This is an optimization exercise on Yosys and OpenROAD, whose aim is small area, not a production implementation. Only simulation tests tie the RTL to the original design; equivalence was not proved. No activity file was given, so power comes from the tool's default toggle rates.

Setup of exp/violet:
// rpm_quad
module rpm_quad (
    input  wire         clk,
    input  wire         rstn,
    input  wire         enc0_a,
    input  wire         enc0_b,
    input  wire         enc1_a,
    input  wire         enc1_b,
    input  wire         enc2_a,
    input  wire         enc2_b,
    input  wire         enc3_a,
    input  wire         enc3_b,
    output wire         rpm0_valid_o,
    output wire [15:0]  rpm0_data_o,
    output wire         rpm1_valid_o,
    output wire [15:0]  rpm1_data_o,
    output wire         rpm2_valid_o,
    output wire [15:0]  rpm2_data_o,
    output wire         rpm3_valid_o,
    output wire [15:0]  rpm3_data_o
);
    reg started;
    always @(posedge clk or negedge rstn)
        if (!rstn) started <= 1'b0;
        else       started <= 1'b1;
    rpm_pair pair01 (
        .clk(clk), .rstn(rstn), .started(started),
        .enc0_a(enc0_a), .enc0_b(enc0_b), .enc1_a(enc1_a), .enc1_b(enc1_b),
        .rpm0_valid_o(rpm0_valid_o), .rpm0_data_o(rpm0_data_o),
        .rpm1_valid_o(rpm1_valid_o), .rpm1_data_o(rpm1_data_o)
    );
    rpm_pair pair23 (
        .clk(clk), .rstn(rstn), .started(started),
  ...
Size: about 3200 cells after synthesis, about 21000 um^2 of cells after synthesis.
Settings: LEC_CHECK=0, ABC_AREA=1, CAP_MARGIN=0, CORE_MARGIN=2, CORE_UTILIZATION=65, CTS_BUF_LIST=sky130_fd_sc_hd__clkbuf_8, CTS_CLUSTER_DIAMETER=60, CTS_CLUSTER_SIZE=18, GPL_TIMING_DRIVEN=0, SLEW_MARGIN=0; clock period 120.0 ns.
standard.sh (not shown) runs the stock make flow with config.mk's settings and CLKGATE_MAP_FILE= SYNTH_SCRIPT=/design/flow/synth_recipe.tcl, a recipe that flattens the netlist after the stock synthesis.
==> flow/flow/run.sh <==
#!/bin/bash
# Own layout flow: the standard flow (standard.sh) with
#  - the area-oriented synthesis of flow/synth.tcl (no adder cells, ABC script flow/area.abc),
#  - the smallest buffer (buf_1) on every input and output port,
#  - clock tree synthesis without dummy loads.
# Each make run's full output goes to a log file in this folder.
set -euo pipefail
here=$(pwd)
export OWN_ABC_SCRIPT="$here/flow/area.abc"
export BUFFER_PORTS_ARGS="-buffer_cell sky130_fd_sc_hd__buf_1"
cts="-sink_clustering_enable -repair_clock_nets -dont_use_dummy_load"
for k in CTS_CLUSTER_SIZE:-sink_clustering_size CTS_CLUSTER_DIAMETER:-sink_clustering_max_diameter CTS_BUF_LIST:-buf_list; do
  v=$(sed -n "s/^export ${k%%:*} = //p" config.mk)
  if [[ -n "$v" ]]; then cts="$cts ${k#*:} $v"; fi
done
export CTS_ARGS="$cts"
sed "s|SYNTH_SCRIPT=[^ ]*|SYNTH_SCRIPT=$here/flow/synth.tcl|" standard.sh > own_standard.sh
grep -q "SYNTH_SCRIPT=$here/flow/synth.tcl" own_standard.sh
echo "CTS_ARGS=$CTS_ARGS" > own_flow.log
bash own_standard.sh finish > make_finish.log 2>&1
test -f out/final.def
==> flow/flow/area.abc <==
strash
dc2
dch -f
amap
strash
dch -f
amap
strash
dch -f
amap
topo
==> flow/flow/synth.tcl <==
proc synth {args} { yosys synth -nofsm -noshare {*}$args }
proc abc {args} {
  set i [lsearch -exact $args -script]
  if { $i >= 0 } { lset args [expr {$i + 1}] $::env(OWN_ABC_SCRIPT) }
  yosys abc {*}$args
}
proc extract_fa {args} {}
source $::env(SCRIPTS_DIR)/synth.tcl
# left out here: clear keep_hierarchy, flatten, clean up, hide names made inside functions, write 1_2_yosys.v
Edits applied to the flow inputs when going from exp/violet to exp/harbor:
# exp/violet
export LEC_CHECK = 0
export ABC_AREA = 1
export CAP_MARGIN = 0
export CORE_MARGIN = 2
export CORE_UTILIZATION = 65
export CTS_BUF_LIST = sky130_fd_sc_hd__clkbuf_8
export CTS_CLUSTER_DIAMETER = 60
export CTS_CLUSTER_SIZE = 18
export GPL_TIMING_DRIVEN = 0
export SLEW_MARGIN = 0
create_clock -name core_clock -period 120.0 [get_ports {clk}]
# exp/harbor
export LEC_CHECK = 0
export ABC_AREA = 1
export CAP_MARGIN = 5
export CORE_MARGIN = 2
export CORE_UTILIZATION = 80
export CTS_BUF_LIST = sky130_fd_sc_hd__clkbuf_8
export CTS_CLUSTER_DIAMETER = 60
export CTS_CLUSTER_SIZE = 18
export GPL_TIMING_DRIVEN = 0
export SLEW_MARGIN = 5
create_clock -name core_clock -period 120.0 [get_ports {clk}]
-- flow/flow/area.abc --
<<< exp/violet, line 9
dch -f
amap
topo
>>> exp/harbor, line 9
dch -f
amap
strash
dch -f -p
amap
topo
==> comparison <==
exp/violet completed end to end with timing, DRC and antenna clean. The final layout from exp/harbor, which completed every stage, passed the timing, design-rule and antenna checks at the end of the flow. Looking only at total routed wirelength, and setting everything else aside, the higher value of exp/harbor and exp/violet goes to exp/harbor. Of the two candidates, exp/violet has the worse static leakage and exp/harbor the better one. Between exp/harbor and exp/violet, the difference in sequential power is negligible. Combined area of all synthesized cells in exp/harbor vs exp/violet: down 1.3%. Non-clock buffer count: exp/harbor vs exp/violet up 5. Synthesized netlist net count (exp/harbor vs. exp/violet) decreases by a few percent.
Relative to exp/harbor, the following input files were edited for exp/onyx:
# exp/harbor
export LEC_CHECK = 0
export ABC_AREA = 1
export CAP_MARGIN = 5
export CORE_MARGIN = 2
export CORE_UTILIZATION = 80
export CTS_BUF_LIST = sky130_fd_sc_hd__clkbuf_8
export CTS_CLUSTER_DIAMETER = 60
export CTS_CLUSTER_SIZE = 18
export GPL_TIMING_DRIVEN = 0
export SLEW_MARGIN = 5
create_clock -name core_clock -period 120.0 [get_ports {clk}]
# exp/onyx
export LEC_CHECK = 0
export ABC_AREA = 1
export CAP_MARGIN = 5
export CORE_MARGIN = 2
export CORE_UTILIZATION = 65
export CTS_BUF_LIST = sky130_fd_sc_hd__clkbuf_4
export CTS_CLUSTER_DIAMETER = 40
export CTS_CLUSTER_SIZE = 9
export GPL_TIMING_DRIVEN = 0
export SLEW_MARGIN = 5
create_clock -name core_clock -period 120.0 [get_ports {clk}]
--- outcome ---
- exp/onyx vs. exp/harbor: final-layout clock buffer total moved up, non-filler instance count after layout moved up.
- exp/onyx vs exp/harbor — overall track demand over capacity in global routing dropped 9.0 points.
- exp/harbor → exp/onyx: sum of routed wire length over all layers saw a decrease, placeable core region moved up, clock transition at the registers of the reported paths saw a decrease.
- Summary: power, exp/onyx better than exp/harbor
- exp/onyx: hold slack is 0.032 ns higher than what exp/harbor reported.
- The setup slack of exp/onyx is smaller than that of exp/harbor.
What exp/lagoon does differently from exp/onyx at the input level:
# exp/onyx
export LEC_CHECK = 0
export ABC_AREA = 1
export CAP_MARGIN = 5
export CORE_MARGIN = 2
export CORE_UTILIZATION = 65
export CTS_BUF_LIST = sky130_fd_sc_hd__clkbuf_4
export CTS_CLUSTER_DIAMETER = 40
export CTS_CLUSTER_SIZE = 9
export GPL_TIMING_DRIVEN = 0
export SLEW_MARGIN = 5
create_clock -name core_clock -period 120.0 [get_ports {clk}]
# exp/lagoon
export LEC_CHECK = 0
export ABC_AREA = 1
export CAP_MARGIN = 5
export CORE_MARGIN = 2
export CORE_UTILIZATION = 65
export CTS_BUF_LIST = sky130_fd_sc_hd__clkbuf_8
export CTS_CLUSTER_DIAMETER = 60
export CTS_CLUSTER_SIZE = 18
export GPL_TIMING_DRIVEN = 0
export SLEW_MARGIN = 5
create_clock -name core_clock -period 120.0 [get_ports {clk}]
[summary]
exp/onyx has higher worst-margin pin slew than exp/lagoon.
Status: synthesized cell count parity (exp/lagoon, exp/onyx)
exp/onyx → exp/lagoon: number of buffers outside the clock class in the layout -1; cell area power density ~0 delta; part of the total power dissipated in combinational logic ~0 delta; total clock buffers created by CTS -about 44%.
Diff exp/onyx -> exp/lagoon: clock buffer instance count of the final layout now smaller, power dissipated by switching net loads now smaller.
Summary — worst setup slack, exp/lagoon relative to exp/onyx: lower, by 0.0077 ns.
> inputs changed (exp/lagoon -> exp/cedar)
# exp/lagoon
export LEC_CHECK = 0
export ABC_AREA = 1
export CAP_MARGIN = 5
export CORE_MARGIN = 2
export CORE_UTILIZATION = 65
export CTS_BUF_LIST = sky130_fd_sc_hd__clkbuf_8
export CTS_CLUSTER_DIAMETER = 60
export CTS_CLUSTER_SIZE = 18
export GPL_TIMING_DRIVEN = 0
export SLEW_MARGIN = 5
create_clock -name core_clock -period 120.0 [get_ports {clk}]
# exp/cedar
export LEC_CHECK = 0
export ABC_AREA = 1
export CAP_MARGIN = 10
export CORE_MARGIN = 2
export CORE_UTILIZATION = 65
export CTS_BUF_LIST = sky130_fd_sc_hd__clkbuf_8
export CTS_CLUSTER_DIAMETER = 60
export CTS_CLUSTER_SIZE = 16
export GPL_TIMING_DRIVEN = 0
export SLEW_MARGIN = 10
create_clock -name core_clock -period 120.0 [get_ports {clk}]
==> flow/flow/area.abc <==
strash
dc2
dch -f
amap
strash
dch -f
amap
strash
dch -f
amap
topo
Notes after the runs:
The final worst hold slack number comes out lower for exp/cedar vs exp/lagoon.
Post-route fraction of the period consumed by the critical path: higher on exp/lagoon
Final critical-path required period: lower on exp/cedar
Changes observed in exp/cedar relative to exp/lagoon: post-layout worst setup margin rose 0.24 ns; core utilization fell 0.79 points; final routed wirelength across all metal layers fell 3.0%; cell area rose 270 um^2; tap cell instance count rose about 10%.

[what the ideal ports hide]
Ports are ideal in the flow. The routed layouts listed here were re-timed in OpenROAD.
Step 1 assumes that a clkbuf_16 drives the clock port and a buf_2 every other input.
Step 2 moves the port delays by t, midway between the first and last clock arrival at a register: inputs arrive t later, outputs are due t later. That takes back most of the time a late clock gives input paths.
a / b / c = ideal / step 1 / step 2; a / b = the first two.
run | t (ns) | slack for setup (ns) | hold WS [ns]
exp/violet | 0.635 | 57.753 / 57.753 / 57.753 | 0.357 / 0.357 / 0.357
exp/harbor | 0.642 | 58.498 / 58.498 / 58.498 | 0.316 / 0.316 / 0.316
exp/onyx | 0.720 | 58.258 / 58.258 / 58.258 | 0.349 / 0.349 / 0.349
exp/lagoon | 0.619 | 58.250 / 58.250 / 58.250 | 0.356 / 0.356 / 0.356
exp/cedar | 0.641 | 58.486 / 58.486 / 58.486 | 0.340 / 0.340 / 0.340
After both steps every run listed still meets setup and hold.
